What follows belongs to an exercise in optimizing a design on an open flow for small area, a short achievable clock period and few clock cycles; a production flow would make more cautious choices.
Only simulation tests tie the RTL to the original design; equivalence was not proved.

==> run K: inputs <==
==> flow/design.v <==
module mips(
    input         clk,
    input         reset,
    output [31:0] i_addr,
    input  [31:0] i_data,
    output [31:0] d_addr,
    output [31:0] d_wdata,
    output        d_we,
    input  [31:0] d_rdata,
    output        rf_we,
    output [4:0]  rf_waddr,
    output [31:0] rf_wdata,
    output [31:0] rf_wpc
);
    localparam [19:0] PC_HI = 20'h00003;
    reg  [9:0]  pc_f;
    wire        stall;
    wire        redirect;
    wire [9:0]  target;
    wire [9:0]  pc_f1 = pc_f + 10'd1;
    always @(posedge clk) begin
        if (reset)        pc_f <= 10'h000;
        else if (!stall)  pc_f <= redirect ? target : pc_f1;
    end
    assign i_addr = {PC_HI, pc_f, 2'b00};
    reg  [31:0] ir_d;
    reg  [9:0]  pc_d;
    always @(posedge clk) begin
        if (reset) begin
            ir_d[31:26] <= 6'd0;
            ir_d[5:0]   <= 6'd0;
        end else if (!stall) begin
            ir_d[31:26] <= i_data[31:26];
            ir_d[5:0]   <= i_data[5:0];
        end
        if (!stall) begin
            ir_d[25:6] <= i_data[25:6];
            pc_d       <= pc_f;
        end
    end
    wire [5:0]  op = ir_d[31:26], fn = ir_d[5:0];
    wire [4:0]  rs = ir_d[25:21], rt = ir_d[20:16], rd = ir_d[15:11];
    wire [15:0] imm = ir_d[15:0];
    wire sp      = (op == 6'h00);
    wire i_addu  = sp && fn == 6'h21;
    wire i_subu  = sp && fn == 6'h23;
    wire i_rotrv = sp && fn == 6'h06;
    wire i_jr    = sp && fn == 6'h08;
    wire i_clz   = (op == 6'h1c) && fn == 6'h20;
    wire i_ori   = (op == 6'h0d);
    wire i_lui   = (op == 6'h0f);
    wire i_lw    = (op == 6'h23);
    wire i_lb    = (op == 6'h20);
    wire i_sw    = (op == 6'h2b);
    wire i_beq   = (op == 6'h04);
    wire i_blez  = (op == 6'h06);
    wire i_bltzal= (op == 6'h01);
    wire i_j     = (op == 6'h02);
    wire i_jal   = (op == 6'h03);
    wire i_load  = i_lw | i_lb;
    wire i_link  = i_jal | i_bltzal;
    wire i_rtype = i_addu | i_subu | i_rotrv | i_clz;
    wire use_rs  = i_rtype | i_ori | i_load | i_sw;         
    wire use_rt  = i_addu | i_subu | i_rotrv;               
    wire br_rs   = i_beq | i_blez | i_bltzal | i_jr;        
    wire br_rt   = i_beq;                                   
    wire [4:0] dst_d = i_rtype ? rd : (i_ori | i_lui | i_load) ? rt : i_link ? 5'd31 : 5'd0;
    reg  [31:0] rf [1:31];
    reg  [31:0] res_w;
    reg  [4:0]  dst_w;
    integer k;
    always @(posedge clk) begin
        if (reset) begin
            for (k = 1; k < 32; k = k + 1) rf[k] <= 32'd0;
        end else if (dst_w != 5'd0) begin
            rf[dst_w] <= res_w;
        end
    end
    wire [31:0] rf_a = (rs == 5'd0) ? 32'd0 : rf[rs];
    wire [31:0] rf_b = (rt == 5'd0) ? 32'd0 : rf[rt];
    reg  [4:0]  dst_e, dst_m;
    reg         load_e, load_m;
    reg  [31:0] res_m;
    wire a_fm = (rs == dst_m) && !load_m && dst_m != 5'd0;
    wire a_fw = (rs == dst_w) && dst_w != 5'd0;
    wire b_fm = (rt == dst_m) && !load_m && dst_m != 5'd0;
    wire b_fw = (rt == dst_w) && dst_w != 5'd0;
    wire [31:0] va = a_fm ? res_m : a_fw ? res_w : rf_a;
    wire [31:0] vb = b_fm ? res_m : b_fw ? res_w : rf_b;
    wire a_zero = (va == 32'd0);
    wire taken  = (i_beq && va == vb) || (i_blez && (va[31] || a_zero)) || (i_bltzal && va[31]);
    assign redirect = taken | i_j | i_jal | i_jr;
    assign target = (i_j | i_jal) ? ir_d[9:0] : i_jr ? va[11:2] : (pc_f + imm[9:0]);
    wire rs_e = (rs == dst_e) && dst_e != 5'd0;
    wire rt_e = (rt == dst_e) && dst_e != 5'd0;
    wire rs_ml = (rs == dst_m) && load_m && dst_m != 5'd0;
    wire rt_ml = (rt == dst_m) && load_m && dst_m != 5'd0;
    assign stall = (br_rs && (rs_e || rs_ml)) || (br_rt && (rt_e || rt_ml)) ||
                   (load_e && ((use_rs && rs_e) || (use_rt && rt_e)));
    reg  [31:0] a_e, b_e;
    reg  [15:0] imm_e;
    reg  [9:0]  pc_e;
    reg         a_sm, a_sw, b_sm, b_sw, use_imm_e;
    reg         add_e, sub_e, or_e, rot_e, clz_e, lui_e, sext_e;
    reg         lb_e, sw_e, sdw_e;
    wire [31:0] link_d = {PC_HI, pc_f1, 2'b00};
    always @(posedge clk) begin
        if (reset || stall) begin
            dst_e <= 5'd0; load_e <= 1'b0; lb_e <= 1'b0; sw_e <= 1'b0;
        end else begin
            dst_e <= dst_d; load_e <= i_load; lb_e <= i_lb; sw_e <= i_sw;
        end
        a_e   <= i_link ? link_d : va;
        b_e   <= vb;
        imm_e <= imm;
        pc_e  <= pc_d;
        a_sm  <= use_rs && rs_e;
        a_sw  <= use_rs && !rs_e && (rs == dst_m) && dst_m != 5'd0;
        b_sm  <= (use_rt | i_sw) && rt_e;
        b_sw  <= (use_rt | i_sw) && !rt_e && (rt == dst_m) && dst_m != 5'd0;
        sdw_e <= i_sw && rt_e && load_e;
        use_imm_e <= i_ori | i_lui | i_load | i_sw;
        add_e <= i_addu | i_load | i_sw;
        sub_e <= i_subu;
        or_e  <= i_ori | i_lui | i_link;
        rot_e <= i_rotrv;
        clz_e <= i_clz;
        lui_e <= i_lui;
        sext_e <= i_load | i_sw;
    end
    wire [31:0] A  = a_sm ? res_m : a_sw ? res_w : (lui_e ? 32'd0 : a_e);
    wire [31:0] Bf = b_sm ? res_m : b_sw ? res_w : b_e;
    wire [31:0] immx = lui_e ? {imm_e, 16'd0} : {{16{sext_e & imm_e[15]}}, imm_e};
    wire [31:0] B  = use_imm_e ? immx : Bf;
    wire [31:0] sum = A + (sub_e ? ~B : B) + {31'd0, sub_e};
    wire [31:0] orr = A | (or_e & ~use_imm_e ? 32'd0 : B);
    wire [31:0] rot = (B >> A[4:0]) | (B << (6'd32 - {1'b0, A[4:0]}));
    reg  [5:0]  cnt;
    integer i;
    always @(*) begin
        cnt = 6'd32;
        for (i = 0; i < 32; i = i + 1)
            if (A[i]) cnt = 6'd31 - i[5:0];
    end
    wire [31:0] res_e = (add_e | sub_e) ? sum :
                        rot_e ? rot :
                        clz_e ? {26'd0, cnt} : orr;
    reg  [31:0] sd_m;
    reg  [9:0]  pc_m;
    reg         lb_m, sw_m, sdw_m;
    always @(posedge clk) begin
        if (reset) begin
            dst_m <= 5'd0; load_m <= 1'b0; lb_m <= 1'b0; sw_m <= 1'b0;
        end else begin
            dst_m <= dst_e; load_m <= load_e; lb_m <= lb_e; sw_m <= sw_e;
        end
        res_m <= res_e;
        sd_m  <= Bf;
        sdw_m <= sdw_e;
        pc_m  <= pc_e;
    end
    assign d_addr  = res_m;
    assign d_wdata = sdw_m ? res_w : sd_m;
    assign d_we    = sw_m;
    reg [7:0] byte_m;
    always @(*) begin
        case (res_m[1:0])
            2'd0: byte_m = d_rdata[7:0];
            2'd1: byte_m = d_rdata[15:8];
            2'd2: byte_m = d_rdata[23:16];
            default: byte_m = d_rdata[31:24];
        endcase
    end
    wire [31:0] ld_m = lb_m ? {{24{byte_m[7]}}, byte_m} : d_rdata;
    reg [9:0] pc_w;
    always @(posedge clk) begin
        if (reset) dst_w <= 5'd0;
        else       dst_w <= dst_m;
        res_w <= load_m ? ld_m : res_m;
        pc_w  <= pc_m;
    end
    assign rf_we    = (dst_w != 5'd0);
    assign rf_waddr = dst_w;
    assign rf_wdata = res_w;
    assign rf_wpc   = {PC_HI, pc_w, 2'b00};
endmodule
==> flow/run.sh <==
#!/bin/bash
# synth_recipe.tcl (not shown) runs the flow's synth.tcl, then flattens the netlist and writes it again
# the make line also repeats each setting of config.mk as NAME=value (left out here)
make -C /OpenROAD-flow-scripts/flow DESIGN_CONFIG=/design/flow/config.mk WORK_HOME=/design/flow/orfs CLKGATE_MAP_FILE= SYNTH_SCRIPT=/design/flow/synth_recipe.tcl finish
==> flow/config.mk <==
export PLATFORM = sky130hd
export DESIGN_NAME = mips
export DESIGN_NICKNAME = mips
export VERILOG_FILES = /design/flow/design.v
export SDC_FILE = /design/flow/constraint.sdc
export NUM_CORES = 4
export LEC_CHECK = 0
export CAP_MARGIN = 20
export CORE_MARGIN = 2
export CORE_UTILIZATION = 30
export PLACE_DENSITY = 0.5
export SLEW_MARGIN = 20
==> flow/constraint.sdc <==
create_clock -name core_clock -period 9.0 [get_ports {clk}]
set_input_delay 1.8000 -clock core_clock [delete_from_list [all_inputs] [get_ports {clk}]]
set_output_delay 1.8000 -clock core_clock [all_outputs]
set_load 0.01 [all_outputs]
==> run B (differences from run K) <==
ABC_CLOCK_PERIOD_IN_PS = 3500   (was not set)
SETUP_SLACK_MARGIN = 5   (was not set)
==> impl_metrics.py <==
metrics = {
    "sta": {
        "relSlewSlack": 0.164,
    },
    "cells_and_area": {
        "multi_input_area_um2": 35200,
        "instances_no_fill": 9531,
    },
    "run_status": {
        "outcome": "timing/DRC/antenna clean",
    },
    "placed_design": {
        "place.gp.congestion": 0.960,
    },
    "clock_network": {
        "numCtsBuffers": 154,
    },
}
(the above is from run K)
==> impl_metrics.py <==
metrics = {
    "cells_and_area": {
        "multi_input_area_um2": 36600,
        "instances_no_fill": 9714,
    },
    "sta": {
        "relSlewSlack": 0.208,
    },
    "placed_design": {
        "place.gp.congestion": 0.973,
    },
    "detailed_routing": {
        "wl_met3_mm": 35.7,
    },
    "clock_network": {
        "cts_buffer_depth": 3,
        "numCtsBuffers": 151,
    },
    "run_status": {
        "outcome": "timing/DRC/antenna clean",
    },
}
(the above is from run B)
Testbench counts of run K, summed over its fixed seeds: cycles 173,019.
Testbench counts of run B, summed over its fixed seeds: cycles 173,019.

==> re-timing with driven ports <==
In the flow no input, the clock included, has a driving cell. The finished layouts below were timed again as built, in two steps.
Step 1 sets driving cells, clkbuf_16 on the clock port and buf_2 on the other inputs (assumed; they add their load-dependent delay and slew).
Step 2 adds t to the input delays and takes it off the output delays; t is the mean of the earliest and latest rising clock arrival at the registers after step 1. Input paths then give back, and output paths get back, about the clock's delay inside the block.
Slacks: ideal ports / drivers / drivers and shift; pairs: ideal ports / drivers.
| run | t (ns) | setup slack, ns | hold WS [ns] | worst setup path at the end | worst register clock-pin slew, ns |
|---|---|---|---|---|---|
| run K | 0.926 | 2.691 / 2.691 / 2.691 | 0.326 / 0.326 / 0.326 | register to register | 0.07 / 0.07 |
| run B | 0.934 | 4.498 / 4.498 / 4.134 | 0.311 / 0.311 / 0.311 | input to register | 0.07 / 0.07 |
After both steps every run listed still meets setup and hold. For run B, which loses most, drivers alone change the setup slack by 0.000 ns; drivers and shift together by -0.364 ns.
